Context: an optimization exercise on an open-source flow, tuned for small area. The choices shown serve that exercise and are no tape-out recipe.
Function was checked by simulation only, so behaviour that the tests miss may differ from the original.
Power and IR-drop figures of this design are not reliable: the tool's default activity estimate is inflated in some of its runs.

==> v7 <==
==> flow/design.v <==
`timescale 1ns / 1ps
module t_ff(
    input  logic clk, reset,
    input  logic t,
    output logic q
    );
    always_ff@(posedge clk, posedge reset)
    begin
        if(reset)
            q <= 1'b0;
        else if(t)
            q <= ~q;
    end
endmodule
`timescale 1ns / 1ps
module timerMs_input
    #(parameter bits = 16)(
    input logic clk, reset,
    input logic phase_zero, phase_wrap,
    input logic [bits - 1:0] finalValue,
    output logic done
    );
    localparam logic [25:0] INV = 26'h0c26139;  
    logic [25:0] w_reg, w_keep, w_next;
    logic [26:0] carry;   
    assign done = phase_zero && (w_reg == {{(26-bits){1'b0}}, finalValue});
    assign w_keep = done ? 26'd0 : w_reg;
    always_comb
    begin
        carry[0] = 1'b0;
        for (int k = 0; k < 26; k++)
        begin
            if (INV[k])
            begin
                w_next[k]  = w_keep[k] ^ (phase_wrap & ~carry[k]);
                carry[k+1] = carry[k] | (phase_wrap & w_reg[k]);
            end
            else
            begin
                w_next[k]  = w_keep[k] ^ carry[k];
                carry[k+1] = carry[k] & w_reg[k];
            end
        end
    end
    always_ff@(posedge clk, posedge reset)
    begin
        if(reset)
            w_reg <= 0;
        else
            w_reg <= w_next;
    end
endmodule
`timescale 1ns / 1ps
module singleLedBlink
    #(parameter bits = 16)(
    input logic clk, reset,
    input logic phase_zero, phase_wrap,
    input logic [bits - 1:0] finalValue,
    output logic led
    );
    logic timerOut;
    timerMs_input #(.bits(bits)) timer (
        .clk(clk),
        .reset(reset),
        .phase_zero(phase_zero),
        .phase_wrap(phase_wrap),
        .finalValue(finalValue),
        .done(timerOut)
    );
    t_ff TFF (
        .clk(clk),
        .reset(reset),
        .t(timerOut),
        .q(led)
    );
endmodule
`timescale 1ns / 1ps
module blinkingLeds
    #(parameter W = 4)(  
    input logic clk, reset,
    input  logic cs,
    input  logic read,
    input  logic write,
    input  logic [4:0] addr,
    input  logic [31:0] wr_data,
    output logic [31:0] rd_data,
    output logic [W-1:0] LED
    );
    logic [15:0] led_reg [3:0];
    logic wr_en;
    logic [5:0] phase;
    logic phase_zero, phase_wrap;
    always_ff@(posedge clk, posedge reset)
    begin
        if(reset)
            phase <= 0;
        else
            phase <= phase + 1;
    end
    assign phase_zero = (phase == 6'd0);
    assign phase_wrap = (phase == 6'd63);
    generate
        genvar i;
        for(i=0; i<4; i=i+1)
        begin: blinkingCircuit
            singleLedBlink #(.bits(16)) blink (
                .clk(clk),
                .reset(reset),
                .phase_zero(phase_zero),
                .phase_wrap(phase_wrap),
                .finalValue(led_reg[i]),
                .led(LED[i])
            );
        end
    endgenerate
    always_ff@(posedge clk, posedge reset)
    begin
        if(reset)
        begin
            led_reg[0] <= 0;
            led_reg[1] <= 0;
            led_reg[2] <= 0;
            led_reg[3] <= 0;
        end
        else
        begin
            if(wr_en)
            begin
                if(addr[1:0] == 2'b00)
                    led_reg[0] <= wr_data[15:0];
                if(addr[1:0] == 2'b01)
                    led_reg[1] <= wr_data[15:0];
                if(addr[1:0] == 2'b10)
                    led_reg[2] <= wr_data[15:0];
                if(addr[1:0] == 2'b11)
                    led_reg[3] <= wr_data[15:0];
            end
        end
    end
    assign wr_en = write && cs && (addr <= 3);
    assign rd_data = 0;
endmodule
==> flow/flow/run.sh <==
#!/bin/bash
# Own layout flow: the standard ORFS flow (standard.sh) with
#  - synthesis through synth_area.tcl (area-oriented ABC mapping),
#  - port buffers of the smallest buffer cell,
#  - CTS without dummy loads,
set -euo pipefail
here=$(cd "$(dirname "$0")" && pwd)
bash standard.sh \
  SYNTH_SCRIPT="$here/synth_area.tcl" \
  BUFFER_PORTS_ARGS="-buffer_cell sky130_fd_sc_hd__buf_1" \
  CTS_ARGS="-sink_clustering_enable -repair_clock_nets -dont_use_dummy_load -buf_list sky130_fd_sc_hd__clkbuf_8 -sink_clustering_size 24 -sink_clustering_max_diameter 80" \
  finish > make_flow.log 2>&1
==> flow/flow/area.abc <==
strash
&get -n
&fraig -x
&put
dc2
strash
&get -n
&dch -f
&nf -R 1000 -p
&put
strash
&get -n
&dch -f
&nf -R 1000 -p
&put
==> flow/flow/synth_area.tcl <==
# The standard synthesis script (synth_recipe.tcl), with one change: ABC
# maps the combinational logic with an area-oriented script (area.abc)
# instead of ORFS's delay-oriented one. Registers are mapped before ABC runs,
# so they come out exactly as in the standard synthesis.
set area_abc_script [file join [file dirname [file normalize [info script]]] area.abc]
proc synth {args} { yosys synth -nofsm -noshare {*}$args }
proc abc {args} {
  set i [lsearch -exact $args -script]
  lset args [expr {$i + 1}] $::area_abc_script
  yosys abc {*}$args
}
source $::env(SCRIPTS_DIR)/synth.tcl
# left out here: clear keep_hierarchy, flatten, clean up, hide names made inside functions, write 1_2_yosys.v
==> flow/standard.sh <==
#!/bin/bash
# synth_recipe.tcl (not shown) runs the flow's synth.tcl, then flattens the netlist and writes it again
# the make line also repeats each setting of config.mk as NAME=value (left out here)
make -C /OpenROAD-flow-scripts/flow DESIGN_CONFIG=/design/flow/config.mk WORK_HOME=/design/flow/orfs CLKGATE_MAP_FILE= SYNTH_SCRIPT=/design/flow/synth_recipe.tcl "${@:-finish}"
==> flow/config.mk <==
export PLATFORM = sky130hd
export DESIGN_NAME = blinkingLeds
export DESIGN_NICKNAME = blinkingLeds
export VERILOG_FILES = /design/flow/design.v
export SDC_FILE = /design/flow/constraint.sdc
export NUM_CORES = 4
export LEC_CHECK = 0
export CAP_MARGIN = 20
export CORE_MARGIN = 2
export CORE_UTILIZATION = 70
export PLACE_DENSITY = 0.8
export SLEW_MARGIN = 20
==> flow/constraint.sdc <==
create_clock -name core_clock -period 10.0 [get_ports {clk}]
set_input_delay 2.0000 -clock core_clock [delete_from_list [all_inputs] [get_ports {clk}]]
set_output_delay 2.0000 -clock core_clock [all_outputs]
set_load 0.01 [all_outputs]
==> v11 (differences from v7) <==
==> flow/design.v (replaced) <==
`timescale 1ns / 1ps
module t_ff(
    input  logic clk, reset,
    input  logic t,
    output logic q
    );
    always_ff@(posedge clk, posedge reset)
    begin
        if(reset)
            q <= 1'b0;
        else if(t)
            q <= ~q;
    end
endmodule
`timescale 1ns / 1ps
module timerMs_input
    #(parameter bits = 16)(
    input logic clk, reset,
    input logic [bits - 1:0] finalValue,
    output logic done
    );
    logic [2*bits-1:0] r_reg, r_next;
    always_ff@(posedge clk, posedge reset)
    begin
        if(reset)
            r_reg <= 0;
        else
            r_reg <= r_next;
    end
    assign r_next = (r_reg == finalValue * 1_000_000)? 1 : r_reg + 1;
    assign done = (r_reg == finalValue * 1_000_000);
endmodule
`timescale 1ns / 1ps
module singleLedBlink
    #(parameter bits = 16)(
    input logic clk, reset,
    input logic [bits - 1:0] finalValue,
    output logic led
    );
    logic timerOut;
    timerMs_input #(.bits(bits)) timer (
        .clk(clk),
        .reset(reset),
        .finalValue(finalValue),
        .done(timerOut)
    );
    t_ff TFF (
        .clk(clk),
        .reset(reset),
        .t(timerOut),
        .q(led)
    );
endmodule
`timescale 1ns / 1ps
module blinkingLeds
    #(parameter W = 4)(  
    input logic clk, reset,
    input  logic cs,
    input  logic read,
    input  logic write,
    input  logic [4:0] addr,
    input  logic [31:0] wr_data,
    output logic [31:0] rd_data,
    output logic [W-1:0] LED
    );
    logic [15:0] led_reg [3:0]; 
    logic wr_en;
    generate
        genvar i;
        for(i=0; i<4; i=i+1)
        begin: blinkingCircuit
            singleLedBlink #(.bits(16)) blink (
                .clk(clk),
                .reset(reset),
                .finalValue(led_reg[i]),
                .led(LED[i])
            );
        end
    endgenerate
    always_ff@(posedge clk, posedge reset)
    begin
        if(reset)
        begin
            led_reg[0] <= 0;
            led_reg[1] <= 0;
            led_reg[2] <= 0;
            led_reg[3] <= 0;
        end
        else
        begin
            if(wr_en)
            begin
                if(addr[1:0] == 2'b00)
                    led_reg[0] <= wr_data[15:0];   
                if(addr[1:0] == 2'b01)
                    led_reg[1] <= wr_data[15:0];   
                if(addr[1:0] == 2'b10)
                    led_reg[2] <= wr_data[15:0];   
                if(addr[1:0] == 2'b11)
                    led_reg[3] <= wr_data[15:0];   
            end
        end
    end
    assign wr_en = write && cs && (addr <= 3);
    assign rd_data = 0;
endmodule
==> flow/run.sh (new file) <==
#!/bin/bash
# synth_recipe.tcl (not shown) runs the flow's synth.tcl, then flattens the netlist and writes it again
# the make line also repeats each setting of config.mk as NAME=value (left out here)
make -C /OpenROAD-flow-scripts/flow DESIGN_CONFIG=/design/flow/config.mk WORK_HOME=/design/flow/orfs CLKGATE_MAP_FILE= SYNTH_SCRIPT=/design/flow/synth_recipe.tcl finish
Settings changed: CORE_UTILIZATION 70 to 40, PLACE_DENSITY 0.8 to unset.
removed: flow/flow/run.sh
removed: flow/flow/area.abc
removed: flow/flow/synth_area.tcl
removed: flow/standard.sh
==> v21 (differences from v7) <==
--- a/flow/design.v
+++ b/flow/design.v
@@ -23,6 +23,5 @@
     localparam logic [25:0] INV = 26'h0c26139;  
-    logic [25:0] w_reg, w_keep, w_next;
+    logic [25:0] w_reg, w_next, toggle;
     logic [26:0] carry;   
     assign done = phase_zero && (w_reg == {{(26-bits){1'b0}}, finalValue});
-    assign w_keep = done ? 26'd0 : w_reg;
     always_comb
@@ -34,3 +33,3 @@
             begin
-                w_next[k]  = w_keep[k] ^ (phase_wrap & ~carry[k]);
+                toggle[k]  = (phase_wrap & ~carry[k]) | (done & w_reg[k] & (k < bits));
                 carry[k+1] = carry[k] | (phase_wrap & w_reg[k]);
@@ -39,5 +38,6 @@
             begin
-                w_next[k]  = w_keep[k] ^ carry[k];
+                toggle[k]  = carry[k] | (done & w_reg[k] & (k < bits));
                 carry[k+1] = carry[k] & w_reg[k];
             end
+            w_next[k] = w_reg[k] ^ toggle[k];
         end
@@ -91,3 +91,4 @@
     logic [5:0] phase;
-    logic phase_zero, phase_wrap;
+    logic phase_low_zero, phase_zero, phase_wrap;
+    assign phase_low_zero = (phase[4:0] == 5'd0);
     always_ff@(posedge clk, posedge reset)
@@ -97,6 +98,6 @@
         else
-            phase <= phase + 1;
+            phase <= {phase[4:0], phase[5] ^ phase[4] ^ phase_low_zero};
     end
-    assign phase_zero = (phase == 6'd0);
-    assign phase_wrap = (phase == 6'd63);
+    assign phase_zero = phase_low_zero & ~phase[5];
+    assign phase_wrap = phase_low_zero & phase[5];
     generate
--- a/flow/flow/run.sh
+++ b/flow/flow/run.sh
@@ -5,2 +5,3 @@
 #  - CTS without dummy loads,
+#  - one tie cell for all constant outputs (no tie fanout repair),
 set -euo pipefail
@@ -10,3 +11,4 @@
   BUFFER_PORTS_ARGS="-buffer_cell sky130_fd_sc_hd__buf_1" \
-  CTS_ARGS="-sink_clustering_enable -repair_clock_nets -dont_use_dummy_load -buf_list sky130_fd_sc_hd__clkbuf_8 -sink_clustering_size 24 -sink_clustering_max_diameter 80" \
+  CTS_ARGS="-sink_clustering_enable -repair_clock_nets -dont_use_dummy_load -buf_list sky130_fd_sc_hd__clkbuf_8" \
+  SKIP_REPAIR_TIE_FANOUT=1 \
   finish > make_flow.log 2>&1
==> flow/flow/area_s12.abc (new file) <==
strash
&get -n
&fraig -x
&put
dc2
strash
&get -n
&dch -f
&nf -R 1000 -p
&put
strash
&get -n
&dch -f
&nf -R 1000 -p
&put
strash
&get -n
&dch -f
&nf -R 1000 -p
&put
==> flow/flow/area_s13.abc (new file) <==
strash
&get -n
&fraig -x
&put
dc2
strash
&get -n
&dch -f
&nf -R 1000 -p -F 10 -A 10
&put
strash
&get -n
&dch -f
&nf -R 1000 -p -F 10 -A 10
&put
==> flow/flow/area_s23.abc (new file) <==
strash
&get -n
&fraig -x
&put
dc2
strash
&get -n
&if -K 4
&mfs -W 8
&st
&syn2
&dch -f
&nf -R 1000 -p
&put
strash
&get -n
&dch -f
&nf -R 1000 -p
&put
==> flow/flow/area_s5.abc (new file) <==
strash
&get -n
&fraig -x
&put
scorr
dc2
dretime
strash
&get -n
&dch -f
&nf -R 1000 -p
&put
==> flow/flow/area_s6.abc (new file) <==
&get -n
&st
&dch -f
&nf -R 1000 -p
&put
==> flow/flow/area_s8.abc (new file) <==
strash
&get -n
&fraig -x
&put
dc2
strash
&get -n
&dch -f
&nf -R 1000 -p
&put
strash
&get -n
&dch -f
&nf -R 1000 -p
&put
==> flow/flow/mux_a22o.v (new file) <==
module sky130_fd_sc_hd__mux2_1 (input A0, input A1, input S, output X);
  wire s_n;
  sky130_fd_sc_hd__inv_1 sel_inv (.A(S), .Y(s_n));
  sky130_fd_sc_hd__a22o_1 _TECHMAP_REPLACE_ (.A1(S), .A2(A1), .B1(s_n), .B2(A0), .X(X));
endmodule
==> flow/flow/synth_area.tcl (replaced) <==
# The standard synthesis script (synth_recipe.tcl), with one change in how
# ABC maps the combinational logic: instead of ORFS's delay-oriented script it
# tries several area-oriented scripts (area_*.abc) and keeps the netlist with
# the smallest cell area; mux2 cells then become a22o cells with a shared
# select inverter (mux_a22o.v). Registers are mapped before ABC runs, so they
# come out exactly as in the standard synthesis.
set flow_dir [file dirname [file normalize [info script]]]
set area_abc_scripts [lsort [glob [file join $flow_dir area_*.abc]]]
set mux_map [file join $flow_dir mux_a22o.v]
proc synth {args} { yosys synth -nofsm -noshare {*}$args }

proc area_abc_map {args script} {
  set i [lsearch -exact $args -script]
  lset args [expr {$i + 1}] $script
  yosys abc {*}$args
  # 2:1 muxes on a shared select: a22o plus one shared inverter per select
  yosys techmap -map $::mux_map t:sky130_fd_sc_hd__mux2_1
  yosys opt_merge -share_all t:sky130_fd_sc_hd__inv_1
  yosys opt_clean
}

proc netlist_area {liberty} {
  set f [file join $::env(OBJECTS_DIR) area_abc_stat.txt]
  yosys tee -q -o $f stat -liberty $liberty
  set fh [open $f r]
  set text [read $fh]
  close $fh
  if { ![regexp {Chip area for module [^:]*:\s*([0-9.eE+-]+)} $text -> area] } {
    error "no chip area in stat output"
  }
  return $area
}

proc abc {args} {
  set liberty [lindex $args [expr {[lsearch -exact $args -liberty] + 1}]]
  yosys design -save before_abc
  set best_area ""
  set best_script ""
  foreach script $::area_abc_scripts {
    yosys design -load before_abc
    area_abc_map $args $script
    set area [netlist_area $liberty]
    puts "area ABC script [file tail $script]: $area"
    if { $best_area eq "" || $area < $best_area } {
      set best_area $area
      set best_script $script
    }
  }
  puts "area ABC script chosen: [file tail $best_script] ($best_area)"
  yosys design -load before_abc
  area_abc_map $args $best_script
}
source $::env(SCRIPTS_DIR)/synth.tcl
# left out here: clear keep_hierarchy, flatten, clean up, hide names made inside functions, write 1_2_yosys.v
removed: flow/flow/area.abc
==> v36 (differences from v7) <==
--- a/flow/flow/run.sh
+++ b/flow/flow/run.sh
@@ -5,2 +5,3 @@
 #  - CTS without dummy loads,
+#  - power/area recovery (downsizing of non-critical gates) after global routing.
 set -euo pipefail
@@ -10,3 +11,4 @@
   BUFFER_PORTS_ARGS="-buffer_cell sky130_fd_sc_hd__buf_1" \
-  CTS_ARGS="-sink_clustering_enable -repair_clock_nets -dont_use_dummy_load -buf_list sky130_fd_sc_hd__clkbuf_8 -sink_clustering_size 24 -sink_clustering_max_diameter 80" \
+  CTS_ARGS="-sink_clustering_enable -repair_clock_nets -dont_use_dummy_load -buf_list sky130_fd_sc_hd__clkbuf_8" \
+  RECOVER_POWER=100 \
   finish > make_flow.log 2>&1
==> notes.md <==
Combinational Power Share: v7 8.5%; v11 82.4%; v36 8.5%; v21 8.8%
Register-to-register setup slack: v7 5.02 ns; v11 2.86 ns; v36 5.01 ns; v21 4.91 ns
Final HPWL DP: v7 11250 um; v11 41990 um; v36 11250 um; v21 10320 um
Parity-gate share of the synthesized area counting xor and xnor cells: v7 10.04%; v11 10.98%; v36 10.04%; v21 9.027%
Worst Setup Slack, final: v7 5.021 ns; v11 2.862 ns; v36 5.012 ns; v21 4.913 ns
Final Max Slew Viols: v7 0; v11 0; v36 90; v21 0
Power drawn by the combinational cells: v7 0.106 mW; v11 7.87 mW; v36 0.106 mW; v21 0.110 mW
Clock group: v7 0.364 mW; v11 0.715 mW; v36 0.364 mW; v21 0.366 mW
Worst hold slack across all endpoints: v7 0.4698 ns; v11 0.4672 ns; v36 0.4698 ns; v21 0.3772 ns
Buffers outside the clock class: v7 32; v11 34; v36 32; v21 32
Worst setup path startpoint: v7 phase[0]; v11 led_reg[3][1]; v36 phase[0]; v21 phase[3]
Vias per cell: v7 5.919; v11 5.045; v36 5.926; v21 6.161
Sequential power share: v7 62.4%; v11 10.1%; v36 62.4%; v21 62.1%
Final period demand of the worst path: v7 4.979 ns; v11 7.138 ns; v36 4.988 ns; v21 5.087 ns
Max Freq: v7 0.2008 GHz; v11 0.1401 GHz; v36 0.2005 GHz; v21 0.1966 GHz
Power Total: v7 1.251 mW; v11 9.542 mW; v36 1.250 mW; v21 1.257 mW
Outcome: v7 complete, no violations; v11 complete, no violations; v36 complete, but fails checks; v21 complete, no violations
Violated checks: v7 -; v11 -; v36 capacitance limit, slew limit; v21 -
Post-DR wirelength/cell: v7 16.85 um; v11 15.64 um; v36 16.79 um; v21 18.63 um

## port drivers added, routing unchanged
The results above use ideal ports. As a check the final layouts listed here were re-extracted and re-timed, cells and wires unchanged. Step 1 (the two cells are an assumption about what drives the block):
set clk [get_ports {clk}]
set_driving_cell -lib_cell sky130_fd_sc_hd__clkbuf_16 $clk
set_driving_cell -lib_cell sky130_fd_sc_hd__buf_2 [delete_from_list [all_inputs] $clk]
Step 2, shift: input delay + t, output delay - t, t = (earliest + latest rising clock arrival at the registers) / 2. This alone moves slack from input paths to output paths. Three values: no drivers, after step 1, after step 2; two values: the first two.
run | t, ns | setup WS [ns] | worst slew at a driven data input, ns
v7 | 0.481 | 5.021 / 5.021 / 5.021 | 0.03
v11 | 0.548 | 2.862 / 2.862 / 2.862 | 0.09
v21 | 0.486 | 4.913 / 4.913 / 4.913 | 0.04
v36 | 0.481 | 5.012 / 5.012 / 4.955 | 0.03
For v36, which loses most, drivers alone change the setup slack by 0.000 ns; drivers and shift together by -0.057 ns. The worst setup slack also covers recovery checks on asynchronous resets.
